This is an optimization exercise on Yosys and OpenROAD, whose aim is small area and a short achievable clock period, not a production implementation. The RTL was checked by simulation tests, not by an equivalence proof against the original design.

<file path="flow/run.sh">
#!/bin/bash
# The standard layout, with the port buffers made from buf_4 instead of the default cell,
# the resizer's timing repair aiming at 16.45 ns of setup slack, and no dummy loads in the
# clock tree
set -euo pipefail
bash standard.sh finish 'BUFFER_PORTS_ARGS=-buffer_cell sky130_fd_sc_hd__buf_4' SETUP_SLACK_MARGIN=16.45 \
  'CTS_ARGS=-sink_clustering_enable -repair_clock_nets -sink_clustering_size 28 -sink_clustering_max_diameter 55 -dont_use_dummy_load' > standard.log 2>&1
</file>
<file path="standard.sh">
#!/bin/bash
# synth_recipe.tcl (not shown) runs the flow's synth.tcl, then flattens the netlist and writes it again
# the make line also repeats each setting of config.mk as NAME=value (left out here)
make -C /OpenROAD-flow-scripts/flow DESIGN_CONFIG=/design/flow/config.mk WORK_HOME=/design/flow/orfs CLKGATE_MAP_FILE= SYNTH_SCRIPT=/design/flow/synth_recipe.tcl "${@:-finish}"
</file>
<file path="config.mk">
export PLATFORM = sky130hd
export DESIGN_NAME = AXIS_linear_regression_v1_0
export DESIGN_NICKNAME = AXIS_linear_regression_v1_0
export VERILOG_FILES = /design/flow/design.v
export SDC_FILE = /design/flow/constraint.sdc
export NUM_CORES = 8
export LEC_CHECK = 0
export CAP_MARGIN = 20
export CORE_MARGIN = 2
export CORE_UTILIZATION = 40
export CTS_CLUSTER_DIAMETER = 55
export CTS_CLUSTER_SIZE = 28
export SLEW_MARGIN = 20
export SYNTH_HIERARCHICAL = 1
export SYNTH_MINIMUM_KEEP_SIZE = 0
</file>
<file path="constraint.sdc">
create_clock -name core_clock -period 22.0 [get_ports {aclk}]
set_input_delay 4.4000 -clock core_clock [delete_from_list [all_inputs] [get_ports {aclk}]]
set_output_delay 4.4000 -clock core_clock [all_outputs]
set_load 0.01 [all_outputs]
</file>
<file path="design.v">
`timescale 1 ns / 1 ps
module AXIS_linear_regression_v1_0 #
	(
		parameter M = 8,
		parameter N = 3,
		parameter integer C_S00_AXIS_TDATA_WIDTH	= 32,
		parameter integer C_M00_AXIS_TDATA_WIDTH	= 32,
		parameter integer C_M00_AXIS_START_COUNT	= 32
	)
	(
		input wire  aclk,
		input wire  aresetn,
		output wire  s00_axis_tready,
		input wire [C_S00_AXIS_TDATA_WIDTH-1 : 0] s00_axis_tdata,
		input wire  s00_axis_tlast,
		input wire  s00_axis_tvalid,
		output wire  m00_axis_tvalid,
		output wire [C_M00_AXIS_TDATA_WIDTH-1 : 0] m00_axis_tdata,
		output wire  m00_axis_tlast,
		input wire  m00_axis_tready
	);
    reg        tready_r;
    reg  [2:0] vdly, ldly;
    reg        tvalid_r, tlast_r;
    reg  [31:0] tdata_r;
    reg  [1:0] col;         
    reg  [3:0] row;         
    reg        pending;     
    reg  [1:0] w;           
    assign s00_axis_tready = tready_r;
    assign m00_axis_tvalid = tvalid_r;
    assign m00_axis_tlast  = tlast_r;
    assign m00_axis_tdata  = tdata_r;
    wire take = s00_axis_tvalid & tready_r & ~pending;
    wire xrow = ~row[3];
    wire nz = row != 4'd0;              
    wire [15:0] bus16 = s00_axis_tdata[15:0];
    wire [15:0] enc;
    wire [7:0] encn;
    genvar g;
    generate for (g = 0; g < 8; g = g + 1) begin : be
        wire am1 = (g == 0) ? 1'b0 : bus16[2*g-1];
        wire a0 = bus16[2*g], a1 = bus16[2*g+1];
        assign enc[2*g]   = a0 ^ am1;
        assign enc[2*g+1] = (a1 & ~a0 & ~am1) | (~a1 & a0 & am1);
        assign encn[g]    = a1;
    end endgenerate
    reg [15:0] E0, E1, E2;
    reg [7:0] N0, N1, N2;
    wire ld0 = ~xrow | (col == 2'd0);
    wire ld1 = ~xrow | (col == 2'd1);
    wire ld2 = ~xrow | (col == 2'd2);
    wire flip = take & xrow & (col == 2'd3);
    reg [31:0] R0a, R0b, R0c;           
    reg [31:0] R1a, R1b;                
    reg [31:0] A22;
    reg [31:0] B0, B1, B2;              
    wire [31:0] busx = (col == 2'd3) ? s00_axis_tdata : {{16{s00_axis_tdata[15]}}, bus16};
    reg [31:0] Q0, Q1, Q2;
    reg sx0, sx1, sx2, sx3;             
    reg st;                             
    reg cR0, cB0, cR1, cB1, cR2, cB2;
    always @(posedge aclk) begin
        if (ld0) E0 <= enc;
        if (ld1) E1 <= enc;
        if (ld2) E2 <= enc;
        if (ld0 | flip) N0 <= ld0 ? encn : ~N0;
        if (ld1 | flip) N1 <= ld1 ? encn : ~N1;
        if (ld2 | flip) N2 <= ld2 ? encn : ~N2;
        Q0 <= xrow ? busx : R0a;
        Q1 <= xrow ? busx : (col == 2'd0) ? R0b : R1a;
        Q2 <= xrow ? busx : (col == 2'd0) ? R0c : (col == 2'd1) ? R1b : A22;
        if (!aresetn) begin
            tready_r <= 1'b0;
            vdly <= 3'b0; ldly <= 3'b0;
            tvalid_r <= 1'b0; tlast_r <= 1'b0;
            col <= 2'd0; row <= 4'd0;
            pending <= 1'b0; w <= 2'd0;
            {sx0, sx1, sx2, sx3, st} <= 5'b0;
            {cR0, cB0, cR1, cB1, cR2, cB2} <= 6'b0;
        end else begin
            tready_r <= m00_axis_tready;
            vdly <= {vdly[1:0], s00_axis_tvalid};
            ldly <= {ldly[1:0], s00_axis_tlast};
            tvalid_r <= vdly[2];
            tlast_r <= ldly[2];
            sx0 <= take & xrow & (col == 2'd0);
            sx1 <= take & xrow & (col == 2'd1);
            sx2 <= take & xrow & (col == 2'd2);
            sx3 <= take & xrow & (col == 2'd3);
            st  <= take & ~xrow & (col != 2'd3);
            cR0 <= take & xrow & nz & (col != 2'd3);
            cB0 <= take & (xrow ? nz & (col == 2'd3) : (col != 2'd3));
            cR1 <= take & xrow & nz & (col == 2'd1 || col == 2'd2);
            cB1 <= take & (xrow ? nz & (col == 2'd3) : 1'b1);
            cR2 <= take & xrow & nz & (col == 2'd2);
            cB2 <= take & (xrow ? nz & col[0] : 1'b1);
            if (take) begin
                col <= col + 2'd1;
                if (col == 2'd3) row <= row + 4'd1;
                if (~xrow && col == 2'd3) pending <= 1'b1;
            end
            if (pending & m00_axis_tready) begin
                w <= (w == 2'd2) ? 2'd0 : w + 2'd1;
                if (w == 2'd2) begin
                    pending <= 1'b0;
                    row <= 4'd0;
                    col <= 2'd0;
                end
            end
        end
    end
    wire tload = pending & m00_axis_tready;
    wire [31:0] gw = (w == 2'd0) ? B0 : (w == 2'd1) ? B1 : B2;
    always @(posedge aclk)
        tdata_r <= ({32{tload & aresetn}} & gw) | ({32{~tload & aresetn}} & tdata_r);
    wire [31:0] c0 = ({32{cR0}} & R0a) | ({32{cB0}} & B0);
    wire [31:0] r0;
    mac u0 (E0, N0, Q0, c0, r0);
    wire [31:0] c1 = ({32{cR1}} & R1a) | ({32{cB1}} & B1);
    wire [31:0] r1;
    mac u1 (E1, N1, Q1, c1, r1);
    wire [31:0] c2 = ({32{cR2}} & A22) | ({32{cB2}} & B2);
    wire [31:0] r2;
    mac u2 (E2, N2, Q2, c2, r2);
    wire wa0 = sx0 | sx1 | sx2 | (take & ~xrow & (col != 2'd3));
    wire wa1 = sx1 | sx2 | (take & ~xrow & (col == 2'd1));
    always @(posedge aclk) begin
        if (wa0) begin
            R0a <= R0b;
            R0b <= R0c;
            R0c <= r0;
        end
        if (wa1) begin
            R1a <= R1b;
            R1b <= r1;
        end
        if (sx2) A22 <= r2;
        if (sx3 | st) begin B0 <= r0; B1 <= r1; B2 <= r2; end
    end
endmodule
module mac(input [15:0] e, input [7:0] n, input [31:0] b, input [31:0] c, output [31:0] r);
wire one0 = e[0];
wire two0 = e[1];
wire neg0 = n[0];
wire one1 = e[2];
wire two1 = e[3];
wire neg1 = n[1];
wire one2 = e[4];
wire two2 = e[5];
wire neg2 = n[2];
wire one3 = e[6];
wire two3 = e[7];
wire neg3 = n[3];
wire one4 = e[8];
wire two4 = e[9];
wire neg4 = n[4];
wire one5 = e[10];
wire two5 = e[11];
wire neg5 = n[5];
wire one6 = e[12];
wire two6 = e[13];
wire neg6 = n[6];
wire one7 = e[14];
wire two7 = e[15];
wire neg7 = n[7];
wire p0_0, p0_1; bpp2z u_p0_0(one0, two0, neg0, b[0], b[1], p0_0, p0_1);
wire p0_2, p0_3; bpp2 u_p0_2(one0, two0, neg0, b[1], b[2], b[3], p0_2, p0_3);
wire p0_4, p0_5; bpp2 u_p0_4(one0, two0, neg0, b[3], b[4], b[5], p0_4, p0_5);
wire p0_6, p0_7; bpp2 u_p0_6(one0, two0, neg0, b[5], b[6], b[7], p0_6, p0_7);
wire p0_8, p0_9; bpp2 u_p0_8(one0, two0, neg0, b[7], b[8], b[9], p0_8, p0_9);
wire p0_10, p0_11; bpp2 u_p0_10(one0, two0, neg0, b[9], b[10], b[11], p0_10, p0_11);
wire p0_12, p0_13; bpp2 u_p0_12(one0, two0, neg0, b[11], b[12], b[13], p0_12, p0_13);
wire p0_14, p0_15; bpp2 u_p0_14(one0, two0, neg0, b[13], b[14], b[15], p0_14, p0_15);
wire p0_16, p0_17; bpp2 u_p0_16(one0, two0, neg0, b[15], b[16], b[17], p0_16, p0_17);
wire p0_18, p0_19; bpp2 u_p0_18(one0, two0, neg0, b[17], b[18], b[19], p0_18, p0_19);
wire p0_20, p0_21; bpp2 u_p0_20(one0, two0, neg0, b[19], b[20], b[21], p0_20, p0_21);
wire p0_22, p0_23; bpp2 u_p0_22(one0, two0, neg0, b[21], b[22], b[23], p0_22, p0_23);
wire p0_24, p0_25; bpp2 u_p0_24(one0, two0, neg0, b[23], b[24], b[25], p0_24, p0_25);
wire p0_26, p0_27; bpp2 u_p0_26(one0, two0, neg0, b[25], b[26], b[27], p0_26, p0_27);
wire p0_28, p0_29; bpp2 u_p0_28(one0, two0, neg0, b[27], b[28], b[29], p0_28, p0_29);
wire p0_30, p0_31; bpp2 u_p0_30(one0, two0, neg0, b[29], b[30], b[31], p0_30, p0_31);
wire p1_0, p1_1; bpp2z u_p1_0(one1, two1, neg1, b[0], b[1], p1_0, p1_1);
wire p1_2, p1_3; bpp2 u_p1_2(one1, two1, neg1, b[1], b[2], b[3], p1_2, p1_3);
wire p1_4, p1_5; bpp2 u_p1_4(one1, two1, neg1, b[3], b[4], b[5], p1_4, p1_5);
wire p1_6, p1_7; bpp2 u_p1_6(one1, two1, neg1, b[5], b[6], b[7], p1_6, p1_7);
wire p1_8, p1_9; bpp2 u_p1_8(one1, two1, neg1, b[7], b[8], b[9], p1_8, p1_9);
wire p1_10, p1_11; bpp2 u_p1_10(one1, two1, neg1, b[9], b[10], b[11], p1_10, p1_11);
wire p1_12, p1_13; bpp2 u_p1_12(one1, two1, neg1, b[11], b[12], b[13], p1_12, p1_13);
wire p1_14, p1_15; bpp2 u_p1_14(one1, two1, neg1, b[13], b[14], b[15], p1_14, p1_15);
wire p1_16, p1_17; bpp2 u_p1_16(one1, two1, neg1, b[15], b[16], b[17], p1_16, p1_17);
wire p1_18, p1_19; bpp2 u_p1_18(one1, two1, neg1, b[17], b[18], b[19], p1_18, p1_19);
wire p1_20, p1_21; bpp2 u_p1_20(one1, two1, neg1, b[19], b[20], b[21], p1_20, p1_21);
wire p1_22, p1_23; bpp2 u_p1_22(one1, two1, neg1, b[21], b[22], b[23], p1_22, p1_23);
wire p1_24, p1_25; bpp2 u_p1_24(one1, two1, neg1, b[23], b[24], b[25], p1_24, p1_25);
wire p1_26, p1_27; bpp2 u_p1_26(one1, two1, neg1, b[25], b[26], b[27], p1_26, p1_27);
wire p1_28, p1_29; bpp2 u_p1_28(one1, two1, neg1, b[27], b[28], b[29], p1_28, p1_29);
wire p2_0, p2_1; bpp2z u_p2_0(one2, two2, neg2, b[0], b[1], p2_0, p2_1);
wire p2_2, p2_3; bpp2 u_p2_2(one2, two2, neg2, b[1], b[2], b[3], p2_2, p2_3);
wire p2_4, p2_5; bpp2 u_p2_4(one2, two2, neg2, b[3], b[4], b[5], p2_4, p2_5);
wire p2_6, p2_7; bpp2 u_p2_6(one2, two2, neg2, b[5], b[6], b[7], p2_6, p2_7);
wire p2_8, p2_9; bpp2 u_p2_8(one2, two2, neg2, b[7], b[8], b[9], p2_8, p2_9);
wire p2_10, p2_11; bpp2 u_p2_10(one2, two2, neg2, b[9], b[10], b[11], p2_10, p2_11);
wire p2_12, p2_13; bpp2 u_p2_12(one2, two2, neg2, b[11], b[12], b[13], p2_12, p2_13);
wire p2_14, p2_15; bpp2 u_p2_14(one2, two2, neg2, b[13], b[14], b[15], p2_14, p2_15);
wire p2_16, p2_17; bpp2 u_p2_16(one2, two2, neg2, b[15], b[16], b[17], p2_16, p2_17);
wire p2_18, p2_19; bpp2 u_p2_18(one2, two2, neg2, b[17], b[18], b[19], p2_18, p2_19);
wire p2_20, p2_21; bpp2 u_p2_20(one2, two2, neg2, b[19], b[20], b[21], p2_20, p2_21);
wire p2_22, p2_23; bpp2 u_p2_22(one2, two2, neg2, b[21], b[22], b[23], p2_22, p2_23);
wire p2_24, p2_25; bpp2 u_p2_24(one2, two2, neg2, b[23], b[24], b[25], p2_24, p2_25);
wire p2_26, p2_27; bpp2 u_p2_26(one2, two2, neg2, b[25], b[26], b[27], p2_26, p2_27);
wire p3_0, p3_1; bpp2z u_p3_0(one3, two3, neg3, b[0], b[1], p3_0, p3_1);
wire p3_2, p3_3; bpp2 u_p3_2(one3, two3, neg3, b[1], b[2], b[3], p3_2, p3_3);
wire p3_4, p3_5; bpp2 u_p3_4(one3, two3, neg3, b[3], b[4], b[5], p3_4, p3_5);
wire p3_6, p3_7; bpp2 u_p3_6(one3, two3, neg3, b[5], b[6], b[7], p3_6, p3_7);
wire p3_8, p3_9; bpp2 u_p3_8(one3, two3, neg3, b[7], b[8], b[9], p3_8, p3_9);
wire p3_10, p3_11; bpp2 u_p3_10(one3, two3, neg3, b[9], b[10], b[11], p3_10, p3_11);
wire p3_12, p3_13; bpp2 u_p3_12(one3, two3, neg3, b[11], b[12], b[13], p3_12, p3_13);
wire p3_14, p3_15; bpp2 u_p3_14(one3, two3, neg3, b[13], b[14], b[15], p3_14, p3_15);
wire p3_16, p3_17; bpp2 u_p3_16(one3, two3, neg3, b[15], b[16], b[17], p3_16, p3_17);
wire p3_18, p3_19; bpp2 u_p3_18(one3, two3, neg3, b[17], b[18], b[19], p3_18, p3_19);
wire p3_20, p3_21; bpp2 u_p3_20(one3, two3, neg3, b[19], b[20], b[21], p3_20, p3_21);
wire p3_22, p3_23; bpp2 u_p3_22(one3, two3, neg3, b[21], b[22], b[23], p3_22, p3_23);
wire p3_24, p3_25; bpp2 u_p3_24(one3, two3, neg3, b[23], b[24], b[25], p3_24, p3_25);
wire p4_0, p4_1; bpp2z u_p4_0(one4, two4, neg4, b[0], b[1], p4_0, p4_1);
wire p4_2, p4_3; bpp2 u_p4_2(one4, two4, neg4, b[1], b[2], b[3], p4_2, p4_3);
wire p4_4, p4_5; bpp2 u_p4_4(one4, two4, neg4, b[3], b[4], b[5], p4_4, p4_5);
wire p4_6, p4_7; bpp2 u_p4_6(one4, two4, neg4, b[5], b[6], b[7], p4_6, p4_7);
wire p4_8, p4_9; bpp2 u_p4_8(one4, two4, neg4, b[7], b[8], b[9], p4_8, p4_9);
wire p4_10, p4_11; bpp2 u_p4_10(one4, two4, neg4, b[9], b[10], b[11], p4_10, p4_11);
wire p4_12, p4_13; bpp2 u_p4_12(one4, two4, neg4, b[11], b[12], b[13], p4_12, p4_13);
wire p4_14, p4_15; bpp2 u_p4_14(one4, two4, neg4, b[13], b[14], b[15], p4_14, p4_15);
wire p4_16, p4_17; bpp2 u_p4_16(one4, two4, neg4, b[15], b[16], b[17], p4_16, p4_17);
wire p4_18, p4_19; bpp2 u_p4_18(one4, two4, neg4, b[17], b[18], b[19], p4_18, p4_19);
wire p4_20, p4_21; bpp2 u_p4_20(one4, two4, neg4, b[19], b[20], b[21], p4_20, p4_21);
wire p4_22, p4_23; bpp2 u_p4_22(one4, two4, neg4, b[21], b[22], b[23], p4_22, p4_23);
wire p5_0, p5_1; bpp2z u_p5_0(one5, two5, neg5, b[0], b[1], p5_0, p5_1);
wire p5_2, p5_3; bpp2 u_p5_2(one5, two5, neg5, b[1], b[2], b[3], p5_2, p5_3);
wire p5_4, p5_5; bpp2 u_p5_4(one5, two5, neg5, b[3], b[4], b[5], p5_4, p5_5);
wire p5_6, p5_7; bpp2 u_p5_6(one5, two5, neg5, b[5], b[6], b[7], p5_6, p5_7);
wire p5_8, p5_9; bpp2 u_p5_8(one5, two5, neg5, b[7], b[8], b[9], p5_8, p5_9);
wire p5_10, p5_11; bpp2 u_p5_10(one5, two5, neg5, b[9], b[10], b[11], p5_10, p5_11);
wire p5_12, p5_13; bpp2 u_p5_12(one5, two5, neg5, b[11], b[12], b[13], p5_12, p5_13);
wire p5_14, p5_15; bpp2 u_p5_14(one5, two5, neg5, b[13], b[14], b[15], p5_14, p5_15);
wire p5_16, p5_17; bpp2 u_p5_16(one5, two5, neg5, b[15], b[16], b[17], p5_16, p5_17);
wire p5_18, p5_19; bpp2 u_p5_18(one5, two5, neg5, b[17], b[18], b[19], p5_18, p5_19);
wire p5_20, p5_21; bpp2 u_p5_20(one5, two5, neg5, b[19], b[20], b[21], p5_20, p5_21);
wire p6_0, p6_1; bpp2z u_p6_0(one6, two6, neg6, b[0], b[1], p6_0, p6_1);
wire p6_2, p6_3; bpp2 u_p6_2(one6, two6, neg6, b[1], b[2], b[3], p6_2, p6_3);
wire p6_4, p6_5; bpp2 u_p6_4(one6, two6, neg6, b[3], b[4], b[5], p6_4, p6_5);
wire p6_6, p6_7; bpp2 u_p6_6(one6, two6, neg6, b[5], b[6], b[7], p6_6, p6_7);
wire p6_8, p6_9; bpp2 u_p6_8(one6, two6, neg6, b[7], b[8], b[9], p6_8, p6_9);
wire p6_10, p6_11; bpp2 u_p6_10(one6, two6, neg6, b[9], b[10], b[11], p6_10, p6_11);
wire p6_12, p6_13; bpp2 u_p6_12(one6, two6, neg6, b[11], b[12], b[13], p6_12, p6_13);
wire p6_14, p6_15; bpp2 u_p6_14(one6, two6, neg6, b[13], b[14], b[15], p6_14, p6_15);
wire p6_16, p6_17; bpp2 u_p6_16(one6, two6, neg6, b[15], b[16], b[17], p6_16, p6_17);
wire p6_18, p6_19; bpp2 u_p6_18(one6, two6, neg6, b[17], b[18], b[19], p6_18, p6_19);
wire p7_0, p7_1; bpp2z u_p7_0(one7, two7, neg7, b[0], b[1], p7_0, p7_1);
wire p7_2, p7_3; bpp2 u_p7_2(one7, two7, neg7, b[1], b[2], b[3], p7_2, p7_3);
wire p7_4, p7_5; bpp2 u_p7_4(one7, two7, neg7, b[3], b[4], b[5], p7_4, p7_5);
wire p7_6, p7_7; bpp2 u_p7_6(one7, two7, neg7, b[5], b[6], b[7], p7_6, p7_7);
wire p7_8, p7_9; bpp2 u_p7_8(one7, two7, neg7, b[7], b[8], b[9], p7_8, p7_9);
wire p7_10, p7_11; bpp2 u_p7_10(one7, two7, neg7, b[9], b[10], b[11], p7_10, p7_11);
wire p7_12, p7_13; bpp2 u_p7_12(one7, two7, neg7, b[11], b[12], b[13], p7_12, p7_13);
wire p7_14, p7_15; bpp2 u_p7_14(one7, two7, neg7, b[13], b[14], b[15], p7_14, p7_15);
wire p7_16, p7_17; bpp2 u_p7_16(one7, two7, neg7, b[15], b[16], b[17], p7_16, p7_17);
wire n1;
wire n2;
ha un2 (p0_14, p1_12, n1, n2);
wire n3;
wire n4;
ha un4 (p0_15, p1_13, n3, n4);
wire n5;
wire n6;
ha un6 (p0_16, p1_14, n5, n6);
wire n7;
wire n8;
ha un8 (p0_17, p1_15, n7, n8);
wire n9;
wire n10;
ha un10 (p0_18, p1_16, n9, n10);
wire n11;
wire n12;
ha un12 (p0_19, p1_17, n11, n12);
wire n13;
wire n14;
ha un14 (p0_20, p1_18, n13, n14);
wire n15;
wire n16;
ha un16 (p0_21, p1_19, n15, n16);
wire n17;
wire n18;
ha un18 (p0_22, p1_20, n17, n18);
wire n19;
wire n20;
ha un20 (p0_23, p1_21, n19, n20);
wire n21;
wire n22;
ha un22 (p0_24, p1_22, n21, n22);
wire n23;
wire n24;
ha un24 (p0_25, p1_23, n23, n24);
wire n25;
wire n26;
ha un26 (p0_26, p1_24, n25, n26);
wire n27;
wire n28;
ha un28 (p0_27, p1_25, n27, n28);
wire n29;
wire n30;
ha un30 (p0_28, p1_26, n29, n30);
wire n31;
wire n32;
ha un32 (p0_29, p1_27, n31, n32);
wire n33;
wire n34;
ha un34 (p0_30, p1_28, n33, n34);
wire n35;
wire n36;
ha un36 (p0_31, p1_29, n35, n36);
wire n37;
wire n38;
ha un38 (p0_8, p1_6, n37, n38);
wire n39;
wire n40;
ha un40 (p0_9, p1_7, n39, n40);
wire n41;
wire n42;
fa un42 (p0_10, p1_8, p2_6, n41, n42);
wire n43;
wire n44;
ha un44 (p3_4, p4_2, n43, n44);
wire n45;
wire n46;
fa un46 (p0_11, p1_9, p2_7, n45, n46);
wire n47;
wire n48;
ha un48 (p3_5, p4_3, n47, n48);
wire n49;
wire n50;
fa un50 (p0_12, p1_10, p2_8, n49, n50);
wire n51;
wire n52;
fa un52 (p3_6, p4_4, p5_2, n51, n52);
wire n53;
wire n54;
ha un54 (p6_0, neg6, n53, n54);
wire n55;
wire n56;
fa un56 (p0_13, p1_11, p2_9, n55, n56);
wire n57;
wire n58;
fa un58 (p3_7, p4_5, p5_3, n57, n58);
wire n59;
wire n60;
ha un60 (p6_1, c[13], n59, n60);
wire n61;
wire n62;
fa un62 (n1, p2_10, p3_8, n61, n62);
wire n63;
wire n64;
fa un64 (p4_6, p5_4, p6_2, n63, n64);
wire n65;
wire n66;
fa un66 (p7_0, neg7, c[14], n65, n66);
wire n67;
wire n68;
fa un68 (n2, n3, p2_11, n67, n68);
wire n69;
wire n70;
fa un70 (p3_9, p4_7, p5_5, n69, n70);
wire n71;
wire n72;
fa un72 (p6_3, p7_1, c[15], n71, n72);
wire n73;
wire n74;
fa un74 (n4, n5, p2_12, n73, n74);
wire n75;
wire n76;
fa un76 (p3_10, p4_8, p5_6, n75, n76);
wire n77;
wire n78;
fa un78 (p6_4, p7_2, c[16], n77, n78);
wire n79;
wire n80;
fa un80 (n6, n7, p2_13, n79, n80);
wire n81;
wire n82;
fa un82 (p3_11, p4_9, p5_7, n81, n82);
wire n83;
wire n84;
fa un84 (p6_5, p7_3, c[17], n83, n84);
wire n85;
wire n86;
fa un86 (n8, n9, p2_14, n85, n86);
wire n87;
wire n88;
fa un88 (p3_12, p4_10, p5_8, n87, n88);
wire n89;
wire n90;
fa un90 (p6_6, p7_4, c[18], n89, n90);
wire n91;
wire n92;
fa un92 (n10, n11, p2_15, n91, n92);
wire n93;
wire n94;
fa un94 (p3_13, p4_11, p5_9, n93, n94);
wire n95;
wire n96;
fa un96 (p6_7, p7_5, c[19], n95, n96);
wire n97;
wire n98;
fa un98 (n12, n13, p2_16, n97, n98);
wire n99;
wire n100;
fa un100 (p3_14, p4_12, p5_10, n99, n100);
wire n101;
wire n102;
fa un102 (p6_8, p7_6, c[20], n101, n102);
wire n103;
wire n104;
fa un104 (n14, n15, p2_17, n103, n104);
wire n105;
wire n106;
fa un106 (p3_15, p4_13, p5_11, n105, n106);
wire n107;
wire n108;
fa un108 (p6_9, p7_7, c[21], n107, n108);
wire n109;
wire n110;
fa un110 (n16, n17, p2_18, n109, n110);
wire n111;
wire n112;
fa un112 (p3_16, p4_14, p5_12, n111, n112);
wire n113;
wire n114;
fa un114 (p6_10, p7_8, c[22], n113, n114);
wire n115;
wire n116;
fa un116 (n18, n19, p2_19, n115, n116);
wire n117;
wire n118;
fa un118 (p3_17, p4_15, p5_13, n117, n118);
wire n119;
wire n120;
fa un120 (p6_11, p7_9, c[23], n119, n120);
wire n121;
wire n122;
fa un122 (n20, n21, p2_20, n121, n122);
wire n123;
wire n124;
fa un124 (p3_18, p4_16, p5_14, n123, n124);
wire n125;
wire n126;
fa un126 (p6_12, p7_10, c[24], n125, n126);
wire n127;
wire n128;
fa un128 (n22, n23, p2_21, n127, n128);
wire n129;
wire n130;
fa un130 (p3_19, p4_17, p5_15, n129, n130);
wire n131;
wire n132;
fa un132 (p6_13, p7_11, c[25], n131, n132);
wire n133;
wire n134;
fa un134 (n24, n25, p2_22, n133, n134);
wire n135;
wire n136;
fa un136 (p3_20, p4_18, p5_16, n135, n136);
wire n137;
wire n138;
fa un138 (p6_14, p7_12, c[26], n137, n138);
wire n139;
wire n140;
fa un140 (n26, n27, p2_23, n139, n140);
wire n141;
wire n142;
fa un142 (p3_21, p4_19, p5_17, n141, n142);
wire n143;
wire n144;
fa un144 (p6_15, p7_13, c[27], n143, n144);
wire n145;
wire n146;
fa un146 (n28, n29, p2_24, n145, n146);
wire n147;
wire n148;
fa un148 (p3_22, p4_20, p5_18, n147, n148);
wire n149;
wire n150;
fa un150 (p6_16, p7_14, c[28], n149, n150);
wire n151;
wire n152;
fa un152 (n30, n31, p2_25, n151, n152);
wire n153;
wire n154;
fa un154 (p3_23, p4_21, p5_19, n153, n154);
wire n155;
wire n156;
fa un156 (p6_17, p7_15, c[29], n155, n156);
wire n157;
wire n158;
fa un158 (n32, n33, p2_26, n157, n158);
wire n159;
wire n160;
fa un160 (p3_24, p4_22, p5_20, n159, n160);
wire n161;
wire n162;
fa un162 (p6_18, p7_16, c[30], n161, n162);
wire n163;
wire n164;
fa un164 (n34, n35, p2_27, n163, n164);
wire n165;
wire n166;
fa un166 (p3_25, p4_23, p5_21, n165, n166);
wire n167;
wire n168;
fa un168 (p6_19, p7_17, c[31], n167, n168);
wire n169;
wire n170;
ha un170 (p0_4, p1_2, n169, n170);
wire n171;
wire n172;
ha un172 (p0_5, p1_3, n171, n172);
wire n173;
wire n174;
fa un174 (p0_6, p1_4, p2_2, n173, n174);
wire n175;
wire n176;
ha un176 (p3_0, neg3, n175, n176);
wire n177;
wire n178;
fa un178 (p0_7, p1_5, p2_3, n177, n178);
wire n179;
wire n180;
ha un180 (p3_1, c[7], n179, n180);
wire n181;
wire n182;
fa un182 (n37, p2_4, p3_2, n181, n182);
wire n183;
wire n184;
fa un184 (p4_0, neg4, c[8], n183, n184);
wire n185;
wire n186;
fa un186 (n38, n39, p2_5, n185, n186);
wire n187;
wire n188;
fa un188 (p3_3, p4_1, c[9], n187, n188);
wire n189;
wire n190;
fa un190 (n40, n41, n43, n189, n190);
wire n191;
wire n192;
fa un192 (p5_0, neg5, c[10], n191, n192);
wire n193;
wire n194;
fa un194 (n42, n44, n45, n193, n194);
wire n195;
wire n196;
fa un196 (n47, p5_1, c[11], n195, n196);
wire n197;
wire n198;
fa un198 (n46, n48, n49, n197, n198);
wire n199;
wire n200;
fa un200 (n51, n53, c[12], n199, n200);
wire n201;
wire n202;
fa un202 (n50, n52, n54, n201, n202);
wire n203;
wire n204;
fa un204 (n55, n57, n59, n203, n204);
wire n205;
wire n206;
fa un206 (n56, n58, n60, n205, n206);
wire n207;
wire n208;
fa un208 (n61, n63, n65, n207, n208);
wire n209;
wire n210;
fa un210 (n62, n64, n66, n209, n210);
wire n211;
wire n212;
fa un212 (n67, n69, n71, n211, n212);
wire n213;
wire n214;
fa un214 (n68, n70, n72, n213, n214);
wire n215;
wire n216;
fa un216 (n73, n75, n77, n215, n216);
wire n217;
wire n218;
fa un218 (n74, n76, n78, n217, n218);
wire n219;
wire n220;
fa un220 (n79, n81, n83, n219, n220);
wire n221;
wire n222;
fa un222 (n80, n82, n84, n221, n222);
wire n223;
wire n224;
fa un224 (n85, n87, n89, n223, n224);
wire n225;
wire n226;
fa un226 (n86, n88, n90, n225, n226);
wire n227;
wire n228;
fa un228 (n91, n93, n95, n227, n228);
wire n229;
wire n230;
fa un230 (n92, n94, n96, n229, n230);
wire n231;
wire n232;
fa un232 (n97, n99, n101, n231, n232);
wire n233;
wire n234;
fa un234 (n98, n100, n102, n233, n234);
wire n235;
wire n236;
fa un236 (n103, n105, n107, n235, n236);
wire n237;
wire n238;
fa un238 (n104, n106, n108, n237, n238);
wire n239;
wire n240;
fa un240 (n109, n111, n113, n239, n240);
wire n241;
wire n242;
fa un242 (n110, n112, n114, n241, n242);
wire n243;
wire n244;
fa un244 (n115, n117, n119, n243, n244);
wire n245;
wire n246;
fa un246 (n116, n118, n120, n245, n246);
wire n247;
wire n248;
fa un248 (n121, n123, n125, n247, n248);
wire n249;
wire n250;
fa un250 (n122, n124, n126, n249, n250);
wire n251;
wire n252;
fa un252 (n127, n129, n131, n251, n252);
wire n253;
wire n254;
fa un254 (n128, n130, n132, n253, n254);
wire n255;
wire n256;
fa un256 (n133, n135, n137, n255, n256);
wire n257;
wire n258;
fa un258 (n134, n136, n138, n257, n258);
wire n259;
wire n260;
fa un260 (n139, n141, n143, n259, n260);
wire n261;
wire n262;
fa un262 (n140, n142, n144, n261, n262);
wire n263;
wire n264;
fa un264 (n145, n147, n149, n263, n264);
wire n265;
wire n266;
fa un266 (n146, n148, n150, n265, n266);
wire n267;
wire n268;
fa un268 (n151, n153, n155, n267, n268);
wire n269;
wire n270;
fa un270 (n152, n154, n156, n269, n270);
wire n271;
wire n272;
fa un272 (n157, n159, n161, n271, n272);
wire n273;
wire n274;
fa un274 (n158, n160, n162, n273, n274);
wire n275;
wire n276;
fa un276 (n163, n165, n167, n275, n276);
wire n277;
wire n278;
ha un278 (p0_2, p1_0, n277, n278);
wire n279;
wire n280;
ha un280 (p0_3, p1_1, n279, n280);
wire n281;
wire n282;
fa un282 (n169, p2_0, neg2, n281, n282);
wire n283;
wire n284;
fa un284 (n170, n171, p2_1, n283, n284);
wire n285;
wire n286;
fa un286 (n172, n173, n175, n285, n286);
wire n287;
wire n288;
fa un288 (n174, n176, n177, n287, n288);
wire n289;
wire n290;
fa un290 (n178, n180, n181, n289, n290);
wire n291;
wire n292;
fa un292 (n182, n184, n185, n291, n292);
wire n293;
wire n294;
fa un294 (n186, n188, n189, n293, n294);
wire n295;
wire n296;
fa un296 (n190, n192, n193, n295, n296);
wire n297;
wire n298;
fa un298 (n194, n196, n197, n297, n298);
wire n299;
wire n300;
fa un300 (n198, n200, n201, n299, n300);
wire n301;
wire n302;
fa un302 (n202, n204, n205, n301, n302);
wire n303;
wire n304;
fa un304 (n206, n208, n209, n303, n304);
wire n305;
wire n306;
fa un306 (n210, n212, n213, n305, n306);
wire n307;
wire n308;
fa un308 (n214, n216, n217, n307, n308);
wire n309;
wire n310;
fa un310 (n218, n220, n221, n309, n310);
wire n311;
wire n312;
fa un312 (n222, n224, n225, n311, n312);
wire n313;
wire n314;
fa un314 (n226, n228, n229, n313, n314);
wire n315;
wire n316;
fa un316 (n230, n232, n233, n315, n316);
wire n317;
wire n318;
fa un318 (n234, n236, n237, n317, n318);
wire n319;
wire n320;
fa un320 (n238, n240, n241, n319, n320);
wire n321;
wire n322;
fa un322 (n242, n244, n245, n321, n322);
wire n323;
wire n324;
fa un324 (n246, n248, n249, n323, n324);
wire n325;
wire n326;
fa un326 (n250, n252, n253, n325, n326);
wire n327;
wire n328;
fa un328 (n254, n256, n257, n327, n328);
wire n329;
wire n330;
fa un330 (n258, n260, n261, n329, n330);
wire n331;
wire n332;
fa un332 (n262, n264, n265, n331, n332);
wire n333;
wire n334;
fa un334 (n266, n268, n269, n333, n334);
wire n335;
wire n336;
fa un336 (n270, n272, n273, n335, n336);
wire n337;
wire n338;
ha un338 (p0_0, neg0, n337, n338);
wire n339;
wire n340;
ha un340 (p0_1, c[1], n339, n340);
wire n341;
wire n342;
fa un342 (n277, neg1, c[2], n341, n342);
wire n343;
wire n344;
fa un344 (n278, n279, c[3], n343, n344);
wire n345;
wire n346;
fa un346 (n280, n281, c[4], n345, n346);
wire n347;
wire n348;
fa un348 (n282, n283, c[5], n347, n348);
wire n349;
wire n350;
fa un350 (n284, n285, c[6], n349, n350);
wire n351;
wire n352;
fa un352 (n286, n287, n179, n351, n352);
wire n353;
wire n354;
fa un354 (n288, n289, n183, n353, n354);
wire n355;
wire n356;
fa un356 (n290, n291, n187, n355, n356);
wire n357;
wire n358;
fa un358 (n292, n293, n191, n357, n358);
wire n359;
wire n360;
fa un360 (n294, n295, n195, n359, n360);
wire n361;
wire n362;
fa un362 (n296, n297, n199, n361, n362);
wire n363;
wire n364;
fa un364 (n298, n299, n203, n363, n364);
wire n365;
wire n366;
fa un366 (n300, n301, n207, n365, n366);
wire n367;
wire n368;
fa un368 (n302, n303, n211, n367, n368);
wire n369;
wire n370;
fa un370 (n304, n305, n215, n369, n370);
wire n371;
wire n372;
fa un372 (n306, n307, n219, n371, n372);
wire n373;
wire n374;
fa un374 (n308, n309, n223, n373, n374);
wire n375;
wire n376;
fa un376 (n310, n311, n227, n375, n376);
wire n377;
wire n378;
fa un378 (n312, n313, n231, n377, n378);
wire n379;
wire n380;
fa un380 (n314, n315, n235, n379, n380);
wire n381;
wire n382;
fa un382 (n316, n317, n239, n381, n382);
wire n383;
wire n384;
fa un384 (n318, n319, n243, n383, n384);
wire n385;
wire n386;
fa un386 (n320, n321, n247, n385, n386);
wire n387;
wire n388;
fa un388 (n322, n323, n251, n387, n388);
wire n389;
wire n390;
fa un390 (n324, n325, n255, n389, n390);
wire n391;
wire n392;
fa un392 (n326, n327, n259, n391, n392);
wire n393;
wire n394;
fa un394 (n328, n329, n263, n393, n394);
wire n395;
wire n396;
fa un396 (n330, n331, n267, n395, n396);
wire n397;
wire n398;
fa un398 (n332, n333, n271, n397, n398);
wire n399;
wire n400;
fa un400 (n334, n335, n275, n399, n400);
wire [31:0] s0 = {n398, n396, n394, n392, n390, n388, n386, n384, n382, n380, n378, n376, n374, n372, n370, n368, n366, n364, n362, n360, n358, n356, n354, n352, n350, n348, n346, n344, n342, n340, n338, n337};
wire [31:0] s1 = {n399, n397, n395, n393, n391, n389, n387, n385, n383, n381, n379, n377, n375, n373, n371, n369, n367, n365, n363, n361, n359, n357, n355, n353, n351, n349, n347, n345, n343, n341, n339, c[0]};
add32 u_cpa(s0, s1, r);
endmodule
module fa(input a, input b, input c, output s, output co);
assign s = a ^ b ^ c;
assign co = (a & b) | (a & c) | (b & c);
endmodule
module ha(input a, input b, output s, output co);
assign s = a ^ b;
assign co = a & b;
endmodule
module bpp2(input one, input two, input neg, input bm1, input b0, input b1, output p0, output p1);
assign p0 = ((one & b0) | (two & bm1)) ^ neg;
assign p1 = ((one & b1) | (two & b0)) ^ neg;
endmodule
module bpp2z(input one, input two, input neg, input b0, input b1, output p0, output p1);
assign p0 = (one & b0) ^ neg;
assign p1 = ((one & b1) | (two & b0)) ^ neg;
endmodule
module add32(input [31:0] a, input [31:0] b, output [31:0] s);
wire q1;
wire q2;
pgc u_pg0(a[0], b[0], q1, q2);
wire q3;
wire q4;
pgc u_pg1(a[1], b[1], q3, q4);
wire q5;
wire q6;
pgc u_pg2(a[2], b[2], q5, q6);
wire q7;
wire q8;
pgc u_pg3(a[3], b[3], q7, q8);
wire q9;
wire q10;
pgc u_pg4(a[4], b[4], q9, q10);
wire q11;
wire q12;
pgc u_pg5(a[5], b[5], q11, q12);
wire q13;
wire q14;
pgc u_pg6(a[6], b[6], q13, q14);
wire q15;
wire q16;
pgc u_pg7(a[7], b[7], q15, q16);
wire q17;
wire q18;
pgc u_pg8(a[8], b[8], q17, q18);
wire q19;
wire q20;
pgc u_pg9(a[9], b[9], q19, q20);
wire q21;
wire q22;
pgc u_pg10(a[10], b[10], q21, q22);
wire q23;
wire q24;
pgc u_pg11(a[11], b[11], q23, q24);
wire q25;
wire q26;
pgc u_pg12(a[12], b[12], q25, q26);
wire q27;
wire q28;
pgc u_pg13(a[13], b[13], q27, q28);
wire q29;
wire q30;
pgc u_pg14(a[14], b[14], q29, q30);
wire q31;
wire q32;
pgc u_pg15(a[15], b[15], q31, q32);
wire q33;
wire q34;
pgc u_pg16(a[16], b[16], q33, q34);
wire q35;
wire q36;
pgc u_pg17(a[17], b[17], q35, q36);
wire q37;
wire q38;
pgc u_pg18(a[18], b[18], q37, q38);
wire q39;
wire q40;
pgc u_pg19(a[19], b[19], q39, q40);
wire q41;
wire q42;
pgc u_pg20(a[20], b[20], q41, q42);
wire q43;
wire q44;
pgc u_pg21(a[21], b[21], q43, q44);
wire q45;
wire q46;
pgc u_pg22(a[22], b[22], q45, q46);
wire q47;
wire q48;
pgc u_pg23(a[23], b[23], q47, q48);
wire q49;
wire q50;
pgc u_pg24(a[24], b[24], q49, q50);
wire q51;
wire q52;
pgc u_pg25(a[25], b[25], q51, q52);
wire q53;
wire q54;
pgc u_pg26(a[26], b[26], q53, q54);
wire q55;
wire q56;
pgc u_pg27(a[27], b[27], q55, q56);
wire q57;
wire q58;
pgc u_pg28(a[28], b[28], q57, q58);
wire q59;
wire q60;
pgc u_pg29(a[29], b[29], q59, q60);
wire q61;
wire q62;
pgc u_pg30(a[30], b[30], q61, q62);
wire q63;
wire q64;
pgc u_pg31(a[31], b[31], q63, q64);
wire q65;
gray u_g65(q3, q4, q1, q65);
wire q66;
wire q67;
dot u_d67(q7, q8, q5, q6, q66, q67);
wire q68;
wire q69;
dot u_d69(q11, q12, q9, q10, q68, q69);
wire q70;
wire q71;
dot u_d71(q15, q16, q13, q14, q70, q71);
wire q72;
wire q73;
dot u_d73(q19, q20, q17, q18, q72, q73);
wire q74;
wire q75;
dot u_d75(q23, q24, q21, q22, q74, q75);
wire q76;
wire q77;
dot u_d77(q27, q28, q25, q26, q76, q77);
wire q78;
wire q79;
dot u_d79(q31, q32, q29, q30, q78, q79);
wire q80;
wire q81;
dot u_d81(q35, q36, q33, q34, q80, q81);
wire q82;
wire q83;
dot u_d83(q39, q40, q37, q38, q82, q83);
wire q84;
wire q85;
dot u_d85(q43, q44, q41, q42, q84, q85);
wire q86;
wire q87;
dot u_d87(q47, q48, q45, q46, q86, q87);
wire q88;
wire q89;
dot u_d89(q51, q52, q49, q50, q88, q89);
wire q90;
wire q91;
dot u_d91(q55, q56, q53, q54, q90, q91);
wire q92;
wire q93;
dot u_d93(q59, q60, q57, q58, q92, q93);
wire q94;
wire q95;
dot u_d95(q63, q64, q61, q62, q94, q95);
wire q96;
gray u_g96(q66, q67, q65, q96);
wire q97;
wire q98;
dot u_d98(q68, q69, q66, q67, q97, q98);
wire q99;
wire q100;
dot u_d100(q70, q71, q68, q69, q99, q100);
wire q101;
wire q102;
dot u_d102(q72, q73, q70, q71, q101, q102);
wire q103;
wire q104;
dot u_d104(q74, q75, q72, q73, q103, q104);
wire q105;
wire q106;
dot u_d106(q76, q77, q74, q75, q105, q106);
wire q107;
wire q108;
dot u_d108(q78, q79, q76, q77, q107, q108);
wire q109;
wire q110;
dot u_d110(q80, q81, q78, q79, q109, q110);
wire q111;
wire q112;
dot u_d112(q82, q83, q80, q81, q111, q112);
wire q113;
wire q114;
dot u_d114(q84, q85, q82, q83, q113, q114);
wire q115;
wire q116;
dot u_d116(q86, q87, q84, q85, q115, q116);
wire q117;
wire q118;
dot u_d118(q88, q89, q86, q87, q117, q118);
wire q119;
wire q120;
dot u_d120(q90, q91, q88, q89, q119, q120);
wire q121;
wire q122;
dot u_d122(q92, q93, q90, q91, q121, q122);
wire q123;
wire q124;
dot u_d124(q94, q95, q92, q93, q123, q124);
wire q125;
gray u_g125(q97, q98, q65, q125);
wire q126;
gray u_g126(q99, q100, q96, q126);
wire q127;
wire q128;
dot u_d128(q101, q102, q97, q98, q127, q128);
wire q129;
wire q130;
dot u_d130(q103, q104, q99, q100, q129, q130);
wire q131;
wire q132;
dot u_d132(q105, q106, q101, q102, q131, q132);
wire q133;
wire q134;
dot u_d134(q107, q108, q103, q104, q133, q134);
wire q135;
wire q136;
dot u_d136(q109, q110, q105, q106, q135, q136);
wire q137;
wire q138;
dot u_d138(q111, q112, q107, q108, q137, q138);
wire q139;
wire q140;
dot u_d140(q113, q114, q109, q110, q139, q140);
wire q141;
wire q142;
dot u_d142(q115, q116, q111, q112, q141, q142);
wire q143;
wire q144;
dot u_d144(q117, q118, q113, q114, q143, q144);
wire q145;
wire q146;
dot u_d146(q119, q120, q115, q116, q145, q146);
wire q147;
wire q148;
dot u_d148(q121, q122, q117, q118, q147, q148);
wire q149;
wire q150;
dot u_d150(q123, q124, q119, q120, q149, q150);
wire q151;
gray u_g151(q127, q128, q65, q151);
wire q152;
gray u_g152(q129, q130, q96, q152);
wire q153;
gray u_g153(q131, q132, q125, q153);
wire q154;
gray u_g154(q133, q134, q126, q154);
wire q155;
wire q156;
dot u_d156(q135, q136, q127, q128, q155, q156);
wire q157;
wire q158;
dot u_d158(q137, q138, q129, q130, q157, q158);
wire q159;
wire q160;
dot u_d160(q139, q140, q131, q132, q159, q160);
wire q161;
wire q162;
dot u_d162(q141, q142, q133, q134, q161, q162);
wire q163;
wire q164;
dot u_d164(q143, q144, q135, q136, q163, q164);
wire q165;
wire q166;
dot u_d166(q145, q146, q137, q138, q165, q166);
wire q167;
wire q168;
dot u_d168(q147, q148, q139, q140, q167, q168);
wire q169;
wire q170;
dot u_d170(q149, q150, q141, q142, q169, q170);
wire q171;
gray u_g171(q155, q156, q65, q171);
wire q172;
gray u_g172(q157, q158, q96, q172);
wire q173;
gray u_g173(q159, q160, q125, q173);
wire q174;
gray u_g174(q161, q162, q126, q174);
wire q175;
gray u_g175(q163, q164, q151, q175);
wire q176;
gray u_g176(q165, q166, q152, q176);
wire q177;
gray u_g177(q167, q168, q153, q177);
wire q178;
gray u_g178(q169, q170, q154, q178);
wire q179;
gray u_g179(q5, q6, q65, q179);
wire q180;
gray u_g180(q9, q10, q96, q180);
wire q181;
gray u_g181(q13, q14, q125, q181);
wire q182;
gray u_g182(q17, q18, q126, q182);
wire q183;
gray u_g183(q21, q22, q151, q183);
wire q184;
gray u_g184(q25, q26, q152, q184);
wire q185;
gray u_g185(q29, q30, q153, q185);
wire q186;
gray u_g186(q33, q34, q154, q186);
wire q187;
gray u_g187(q37, q38, q171, q187);
wire q188;
gray u_g188(q41, q42, q172, q188);
wire q189;
gray u_g189(q45, q46, q173, q189);
wire q190;
gray u_g190(q49, q50, q174, q190);
wire q191;
gray u_g191(q53, q54, q175, q191);
wire q192;
gray u_g192(q57, q58, q176, q192);
wire q193;
gray u_g193(q61, q62, q177, q193);
assign s[0] = q2;
xr u_x1(q4, q1, s[1]);
xr u_x2(q6, q65, s[2]);
xr u_x3(q8, q179, s[3]);
xr u_x4(q10, q96, s[4]);
xr u_x5(q12, q180, s[5]);
xr u_x6(q14, q125, s[6]);
xr u_x7(q16, q181, s[7]);
xr u_x8(q18, q126, s[8]);
xr u_x9(q20, q182, s[9]);
xr u_x10(q22, q151, s[10]);
xr u_x11(q24, q183, s[11]);
xr u_x12(q26, q152, s[12]);
xr u_x13(q28, q184, s[13]);
xr u_x14(q30, q153, s[14]);
xr u_x15(q32, q185, s[15]);
xr u_x16(q34, q154, s[16]);
xr u_x17(q36, q186, s[17]);
xr u_x18(q38, q171, s[18]);
xr u_x19(q40, q187, s[19]);
xr u_x20(q42, q172, s[20]);
xr u_x21(q44, q188, s[21]);
xr u_x22(q46, q173, s[22]);
xr u_x23(q48, q189, s[23]);
xr u_x24(q50, q174, s[24]);
xr u_x25(q52, q190, s[25]);
xr u_x26(q54, q175, s[26]);
xr u_x27(q56, q191, s[27]);
xr u_x28(q58, q176, s[28]);
xr u_x29(q60, q192, s[29]);
xr u_x30(q62, q177, s[30]);
xr u_x31(q64, q193, s[31]);
endmodule
module pgc(input a, input b, output g, output p);
assign g = a & b;
assign p = a ^ b;
endmodule
module dot(input g1, input p1, input g0, input p0, output g, output p);
assign g = g1 | (p1 & g0);
assign p = p1 & p0;
endmodule
module gray(input g1, input p1, input g0, output g);
assign g = g1 | (p1 & g0);
endmodule
module xr(input a, input b, output y);
assign y = a ^ b;
endmodule
</file>
==> flow_metrics.env, run 1 <==
export IMPL_drt_initial_drc_count=4137
export IMPL_tritoncts="done"
export IMPL_fin_tns_setup_ps=0
export IMPL_overflow=0
export IMPL_first_global_vias=32150
export IMPL_crit_path_max_fanout=2
export IMPL_worstSkewPairLatency_ps=620
export IMPL_synthCells=3576
export IMPL_drive_above_1_share=0.1018
export IMPL_synth_main_ff_cell="edfxtp_1"
export IMPL_setup_ws_ps=16450
export IMPL_worstSetupStartpointType="register"
export IMPL_areaGrowthSynthToFinish_pct=9.455
export IMPL_fin_util=0.4414
export IMPL_netlist_area_um2=44570
export IMPL_crit_chain="buf_6"
export IMPL_fin_nets=4444
export IMPL_skew_ps=103.8
export IMPL_finalCritPeriodShare=0.2521
export IMPL_setup_worst_path_class="register to primary output"
export IMPL_htree_levels=2
export IMPL_end_kind="primary output"
export IMPL_critPathSlowestCell="dfxtp_4"
export IMPL_grt_pass1_wl_um=227500
export IMPL_numCtsBuffers=42
export IMPL_ys_ff_latch=517
export IMPL_antenna_found_initial=2
export IMPL_die_x_um=337.8
export IMPL_synth_nets=4315
export IMPL_ys_seq_area_frac=0.3131
export IMPL_cts_root_buffer="clkbuf_16"
export IMPL_gp_congestion=0.9540
export IMPL_yosysUniqueCellTypes=53
export IMPL_wire_per_inst_um=30.23
export IMPL_yosys_warnings=7
export IMPL_clkSinkCount=517
export IMPL_clockBufferDepth=3
export IMPL_grt_max_degree=66
export IMPL_rsz0062_at_grt="true"
export IMPL_hold_path_class="register to register"
export IMPL_start_util=0.4033
export IMPL_critPathBufInv=1
export IMPL_io_pins=72
export IMPL_async_flop_share=0
export IMPL_max_slew_margin=0.2552
export IMPL_placementRows=122
export IMPL_hold_viol_final=0
export IMPL_max_cap_viol_count=0
export IMPL_drc=0
export IMPL_dieArea_um2=114100
export IMPL_max_freq_mhz=180.3
export IMPL_grt_total_usage=0.2707
export IMPL_dr_pass1_iters=5
export IMPL_avgSynthCellArea_um2=12.46
export IMPL_via_per_inst=6.242
export IMPL_pre_cts_slack_ps=15190
export IMPL_holdBufCountCts=0
export IMPL_min_period_ps=5546
export IMPL_coreArea_um2=110500
export IMPL_setup_violations=0
export IMPL_worst_pin_slew_ps=1117
export IMPL_finalMaxSlewViolations=0
export IMPL_crit_required_ps=17600
export IMPL_synth_edf_count=360
export IMPL_path_delay_family="flip-flops"
export IMPL_max_stage_delay_ps=420
export IMPL_place_hpwl_um=113400
export IMPL_routed_wl_um=157000
export IMPL_path_clk_slew_ps=90
export IMPL_die_y_um=337.8
export IMPL_vias=32410
export IMPL_worst_ep_arrival_time_ps=1150
export IMPL_status="timing/DRC/antenna clean"
export IMPL_port_buffers=71
export IMPL_drtAntennaViolNets=0
through the flow:
stage / cells / instance area (µm²) / hold slack (ps)
2_1_floorplan: 3576 / 44590 / 411.9
3_3_place_gp: 5128 / 47160 / 415.0
3_5_place_dp: 5128 / 47160 / 421.0
4_1_cts: 5174 / 48420 / 420.5
5_1_grt: 5191 / 48780 / 439.8
6_report: 5192 / 48780 / 427.9
area by class of cell:
class                   instances  area, µm²
inverters                      22      82.58
repair buffers                174       1539
well taps                    1488       1862
multi-input cells            2948      30170
diodes                          1      2.502
clock buffers                  42       1051
fillers                     10310      61730
flip-flops and latches        517      14080
per-module statistics from Yosys, one instance, submodules excluded, excerpt:
module / cells inside / flops+latches / copies in the design
bpp2z: 4 / 0 / 24
bpp2: 4 / 0 / 276
fa: 1 / 0 / 504
dot: 2 / 0 / 135
xr: 1 / 0 / 93
gray: 1 / 0 / 90
cells in the mapped netlist (2+ instances only):
| cell type | count | area, µm² |
|---|---|---|
| nand2_1 | 85 | 319.1 |
| fa_1 | 504 | 10090 |
| a22oi_2 | 24 | 300.3 |
| o2bb2ai_1 | 31 | 271.5 |
| inv_1 | 22 | 82.58 |
| a22o_1 | 96 | 840.8 |
| a21oi_1 | 50 | 250.2 |
| a22oi_1 | 552 | 4144 |
| a211oi_4 | 10 | 200.2 |
| nand2b_1 | 7 | 43.79 |
| or3_1 | 3 | 18.77 |
| edfxtp_1 | 360 | 10810 |
| mux2_2 | 32 | 360.4 |
| nor2b_1 | 3 | 18.77 |
| ha_1 | 198 | 2477 |
| or2_1 | 3 | 18.77 |
| nand3b_1 | 2 | 15.01 |
| buf_2 | 30 | 150.1 |
| a211oi_2 | 10 | 125.1 |
| dfxtp_1 | 157 | 3143 |
| mux2i_1 | 65 | 650.6 |
| nand3_1 | 3 | 15.01 |
| a211oi_1 | 11 | 82.58 |
| o21ai_1 | 25 | 125.1 |
| and3_1 | 2 | 12.51 |
| xnor2_1 | 602 | 5273 |
| and2_1 | 147 | 919.6 |
| o21ai_0 | 57 | 285.3 |
| a21o_1 | 225 | 1689 |
| nor2_1 | 47 | 176.4 |
| nand2_2 | 2 | 12.51 |
| buf_4 | 14 | 105.1 |
| a21oi_2 | 6 | 52.55 |
| clkbuf_1 | 40 | 150.1 |
| xor2_1 | 100 | 875.8 |
| buf_6 | 3 | 33.78 |
| a221oi_1 | 32 | 280.3 |
final timing paths:
path / start / slack, ps / end / cells past startpoint
hold reg to reg: ldly[0] / 430 / ldly[1] / 1
hold / removal: ldly[0] / 430 / ldly[1] / 1
setup / recovery: tdata_r[31] / 16450 / m00_axis_tdata[31] / 1
setup reg to reg: Q2[10] / 16540 / B2[28] / 13
placed cells by master, fill, tap and decap left out, drive strengths merged, types with 2 or more instances in the layout:
cell,netlist,routed
clkbuf,41,43
a21oi,56,56
inv,22,22
xor2,100,100
ha,198,198
or2,4,4
buf,49,173
nor2,48,48
a22o,96,96
nand2,87,87
nand3b,2,2
dfxtp,157,157
xnor2,602,602
and3,2,2
nand2b,7,7
nand3,3,3
mux2i,65,65
and2,148,148
fa,504,504
nor2b,4,4
mux2,32,32
edfxtp,360,360
a21o,225,225
o21ai,82,83
or3,3,3
a22oi,576,576
a221oi,32,32
a211oi,31,31
o2bb2ai,31,31
kinds of logic after synthesis:
| family | share of synthesized area |
|---|---|
| AO/OA/AOI/OAI | 0.1948 |
| buffers and inverters | 0.01235 |
| XOR/XNOR | 0.1380 |
| multiplexers | 0.02268 |
| AND/OR/NAND/NOR | 0.03717 |
| adder cells (fa/ha/maj) | 0.2820 |
| flip-flops | 0.3131 |
timing repair:
action,4_1_cts,5_1_grt
endpoints found under the setup margin,145,82
gates cloned,1,0
pin swaps,1,0
hold endpoints to repair,0,0
buffers inserted,3,16
gates resized for setup,75,39
routing by layer:
metal  vias to the layer above  track usage  wire length, µm
li1                      13500            -                -
met1                     16940       0.3971            67490
met2                      1753       0.3958            67640
met3                       209      0.05806            15990
met4                         2      0.08965             5843
met5                         -            0               12
==> run 2, diff against run 1 <==
--- a/config.mk
+++ b/config.mk
@@ -10,6 +10,7 @@
 export CORE_UTILIZATION = 40
 export CTS_CLUSTER_DIAMETER = 55
 export CTS_CLUSTER_SIZE = 28
+export PLACE_DENSITY = 0.5
 export SLEW_MARGIN = 20
 export SYNTH_HIERARCHICAL = 1
 export SYNTH_MINIMUM_KEEP_SIZE = 0
==> run 2 against run 1 <==
Still clean on timing, DRC and antenna. Die area is the same. Synthesized cell count is the same. First-iteration DRC count decreased by 16%. Largest cell class unchanged. Highest routed layer is now met4.
==> flow_metrics.env, run 2 <==
export IMPL_layout_commonest_cell="xnor2_1"
export IMPL_synthAdderAreaFrac=0.2820
export IMPL_antenna_found_initial=4
export IMPL_crit_required_ps=17600
export IMPL_drc=0
export IMPL_clockBufferDepth=3
export IMPL_drtAntennaViolNets=0
export IMPL_finalMaxSlewViolations=0
export IMPL_reg2reg_depth=15
export IMPL_fin_nets=4479
export IMPL_die_y_um=337.8
export IMPL_critPathSlowestCell="dfxtp_4"
export IMPL_synth_simple_area_share=0.03717
export IMPL_muxShareOfSynthArea=0.02268
export IMPL_hold_end="R0b[9]"
export IMPL_die_x_um=337.8
export IMPL_worst_pin_slew_ps=1107
export IMPL_vias=32140
export IMPL_critPathBufInv=1
export IMPL_yosys_area_top_type="edfxtp_1"
export IMPL_drive_above_1_share=0.1169
export IMPL_routed_wl_um=167300
export IMPL_synth_compound_area_frac=0.1948
export IMPL_max_slew_margin=0.2541
export IMPL_synth_nets=4315
export IMPL_path_clk_slew_ps=90
export IMPL_holdBufCountCts=0
export IMPL_finalCritPeriodShare=0.2535
export IMPL_areaGrowthSynthToFinish_pct=10.90
export IMPL_tritoncts="done"
export IMPL_grt_total_usage=0.2914
export IMPL_port_buffers=71
export IMPL_dieArea_um2=114100
export IMPL_r2r_slack_ps=16510
export IMPL_grt_max_degree=65
export IMPL_fin_tns_setup_ps=0
export IMPL_synthTopCellsByArea="edfxtp_1 (24%), fa_1 (23%), xnor2_1 (12%)"
export IMPL_drt_initial_drc_count=3490
export IMPL_clkSinkCount=517
export IMPL_yosysTopAreaCellShare=0.2426
export IMPL_yosysMostFrequentCell="xnor2_1"
export IMPL_htree_levels=2
export IMPL_synth_main_ff_cell="edfxtp_1"
export IMPL_setup_ws_ps=16420
export IMPL_numCtsBuffers=54
export IMPL_hold_depth=0
export IMPL_max_freq_mhz=179.3
export IMPL_netlist_area_um2=44570
export IMPL_overflow=0
export IMPL_gp_congestion=0.9276
export IMPL_hold_viol_final=0
export IMPL_pre_cts_slack_ps=15130
export IMPL_async_flop_share=0
export IMPL_place_hpwl_um=120900
export IMPL_synth_edf_count=360
export IMPL_crit_path_max_fanout=2
export IMPL_max_cap_viol_count=0
export IMPL_dr_pass1_iters=6
export IMPL_diodes=0
export IMPL_io_pins=72
export IMPL_cts_root_buffer="clkbuf_16"
export IMPL_status="timing/DRC/antenna clean"
export IMPL_ys_ff_latch=517
export IMPL_path_delay_family="flip-flops"
export IMPL_start_util=0.4033
export IMPL_min_period_ps=5578
export IMPL_yosys_warnings=7
export IMPL_first_global_vias=32010
export IMPL_wire_per_inst_um=32.01
export IMPL_via_per_inst=6.151
export IMPL_grt_pass1_wl_um=240600
export IMPL_final_cell_mix="xnor2_1 (602), a22oi_1 (549), fa_1 (504), edfxtp_1 (360), a21o_1 (225)"
export IMPL_yosysUniqueCellTypes=53
export IMPL_hold_path_class="register to register"
export IMPL_setup_violations=0
export IMPL_ys_seq_area_frac=0.3131
export IMPL_skew_ps=104.3
export IMPL_avgSynthCellArea_um2=12.46
export IMPL_rsz0062_at_grt="true"
export IMPL_n_fill_cell=10410
export IMPL_synth_top_family_by_area="adder cells"
export IMPL_worst_ep_arrival_time_ps=1180
export IMPL_r2r_start="E1[3]"
export IMPL_worstSetupStartpointType="register"
export IMPL_rr_endpoint="B1[20]"
export IMPL_synth_xor_area_share=0.1380
export IMPL_max_stage_delay_ps=410
export IMPL_setup_worst_path_class="register to primary output"
export IMPL_synthCells=3576
export IMPL_crit_chain="buf_6"
export IMPL_worstSkewPairLatency_ps=660
export IMPL_hp_start="R0c[9]"
export IMPL_coreArea_um2=110500
export IMPL_placementRows=122
export IMPL_end_kind="primary output"
export IMPL_ys_top_cells_by_count="xnor2_1 (602), a22oi_1 (552), fa_1 (504), edfxtp_1 (360), a21o_1 (225)"
run 2: cell count changes in the layout (fill, tap and decap cells not counted), moves of 4 or more:
cell,delta
buf_4,+5
xor2_1,-4
dfxtp_2,+17
clkbuf_16,+12
buf_6,+15
dfxtp_1,-19
run 2: Yosys stat by module (local to each module, per instance), excerpt:
module / copies in the design / flip-flops and latches / cells inside
ha: 96 / 0 / 1
AXIS_linear_regression_v1_0: 1 / 517 / 1224
bpp2: 276 / 0 / 4
gray: 90 / 0 / 1
xr: 93 / 0 / 1
bpp2z: 24 / 0 / 4
dot: 135 / 0 / 2
fa: 504 / 0 / 1
add32: 3 / 0 / 1
pgc: 96 / 0 / 1
run 2: metal layers:
metal | track usage | wire, µm | share of wire | up-vias
met2 | 0.4298 | 72800 | 0.44 | 1473
met3 | 0.04862 | 13580 | 0.081 | 178
met5 | 0 | 0 | 0 | -
met1 | 0.4427 | 76520 | 0.46 | 16920
met4 | 0.07206 | 4377 | 0.026 | 0
li1 | - | - | - | 13570
run 2: area by class of cell:
| class | count | area, µm² | share of cell area |
|---|---|---|---|
| clock buffer | 54 | 1351 | 0.02734 |
| inverter | 22 | 82.58 | 0.001671 |
| multi-input combinational | 2948 | 30220 | 0.6114 |
| sequential | 517 | 14100 | 0.2854 |
| tap | 1488 | 1862 | 0.03767 |
| timing repair buffer | 197 | 1807 | 0.03656 |
run 2: how the worst max path moves through the flow:
stage,end,from,slack [ps],depth (start not counted)
floorplan,R0a[0],s00_axis_tvalid,15430,2
global placement,R0b[6],s00_axis_tvalid,15150,4
detailed placement,R0c[7],s00_axis_tvalid,15130,4
CTS,m00_axis_tdata[21],tdata_r[21],16400,1
global route,m00_axis_tdata[21],tdata_r[21],16390,1
finish,m00_axis_tdata[20],tdata_r[20],16420,1
run 2: metrics by stage:
stage / area, µm² / instances / utilization / hold WS, ps
floorplan: 44590 / 3576 / - / 411.9
detailed placement: 47270 / 5142 / 0.4277 / 418.5
global placement: 47270 / 5142 / 0.4277 / 415.6
global route: 49420 / 5226 / 0.4472 / 432.1
CTS: 48960 / 5203 / 0.4430 / 413.6
finish: 49420 / 5226 / 0.4472 / 404.4
run 2: logic make-up after synthesis:
kind of cell | after synthesis
and+or+nand+nor | 313
adders and majority gates | 702
muxes | 97
DFF | 517
AOI/OAI and AO/OA | 1133
buffers and inverters | 112
xor gates and xnor gates | 702
run 2: what timing repair did:
item,CTS,global route
pin swaps,1,0
cloned,1,0
buffers inserted,6,23
gates resized for setup,103,51
setup endpoints to repair,152,72

==> what the ideal ports hide <==
The flow's constraints put no driver on any port. The routed layouts listed below were extracted and timed again, unchanged, in two steps.
Step 1, drivers: a clkbuf_16 drives aclk and a buf_2 each remaining input, both assumed.
Step 2, shift: input delay + t, output delay - t, t = (earliest + latest rising clock arrival at the registers) / 2. This alone moves slack from input paths to output paths.
a / b / c = ideal / step 1 / step 2; a / b = the first two.
run | t (ns) | slack for setup (ns) | worst hold slack (ns) | worst register clock-pin slew, ns
run 1 | 0.634 | 16.454 / 16.388 / 15.921 | 0.428 / 0.428 / 0.428 | 0.10 / 0.10
run 2 | 0.683 | 16.422 / 16.348 / 15.867 | 0.404 / 0.404 / 0.404 | 0.09 / 0.09
After both steps every run listed still meets setup and hold. For run 2, which loses most, drivers alone change the setup slack by -0.074 ns; drivers and shift together by -0.555 ns.
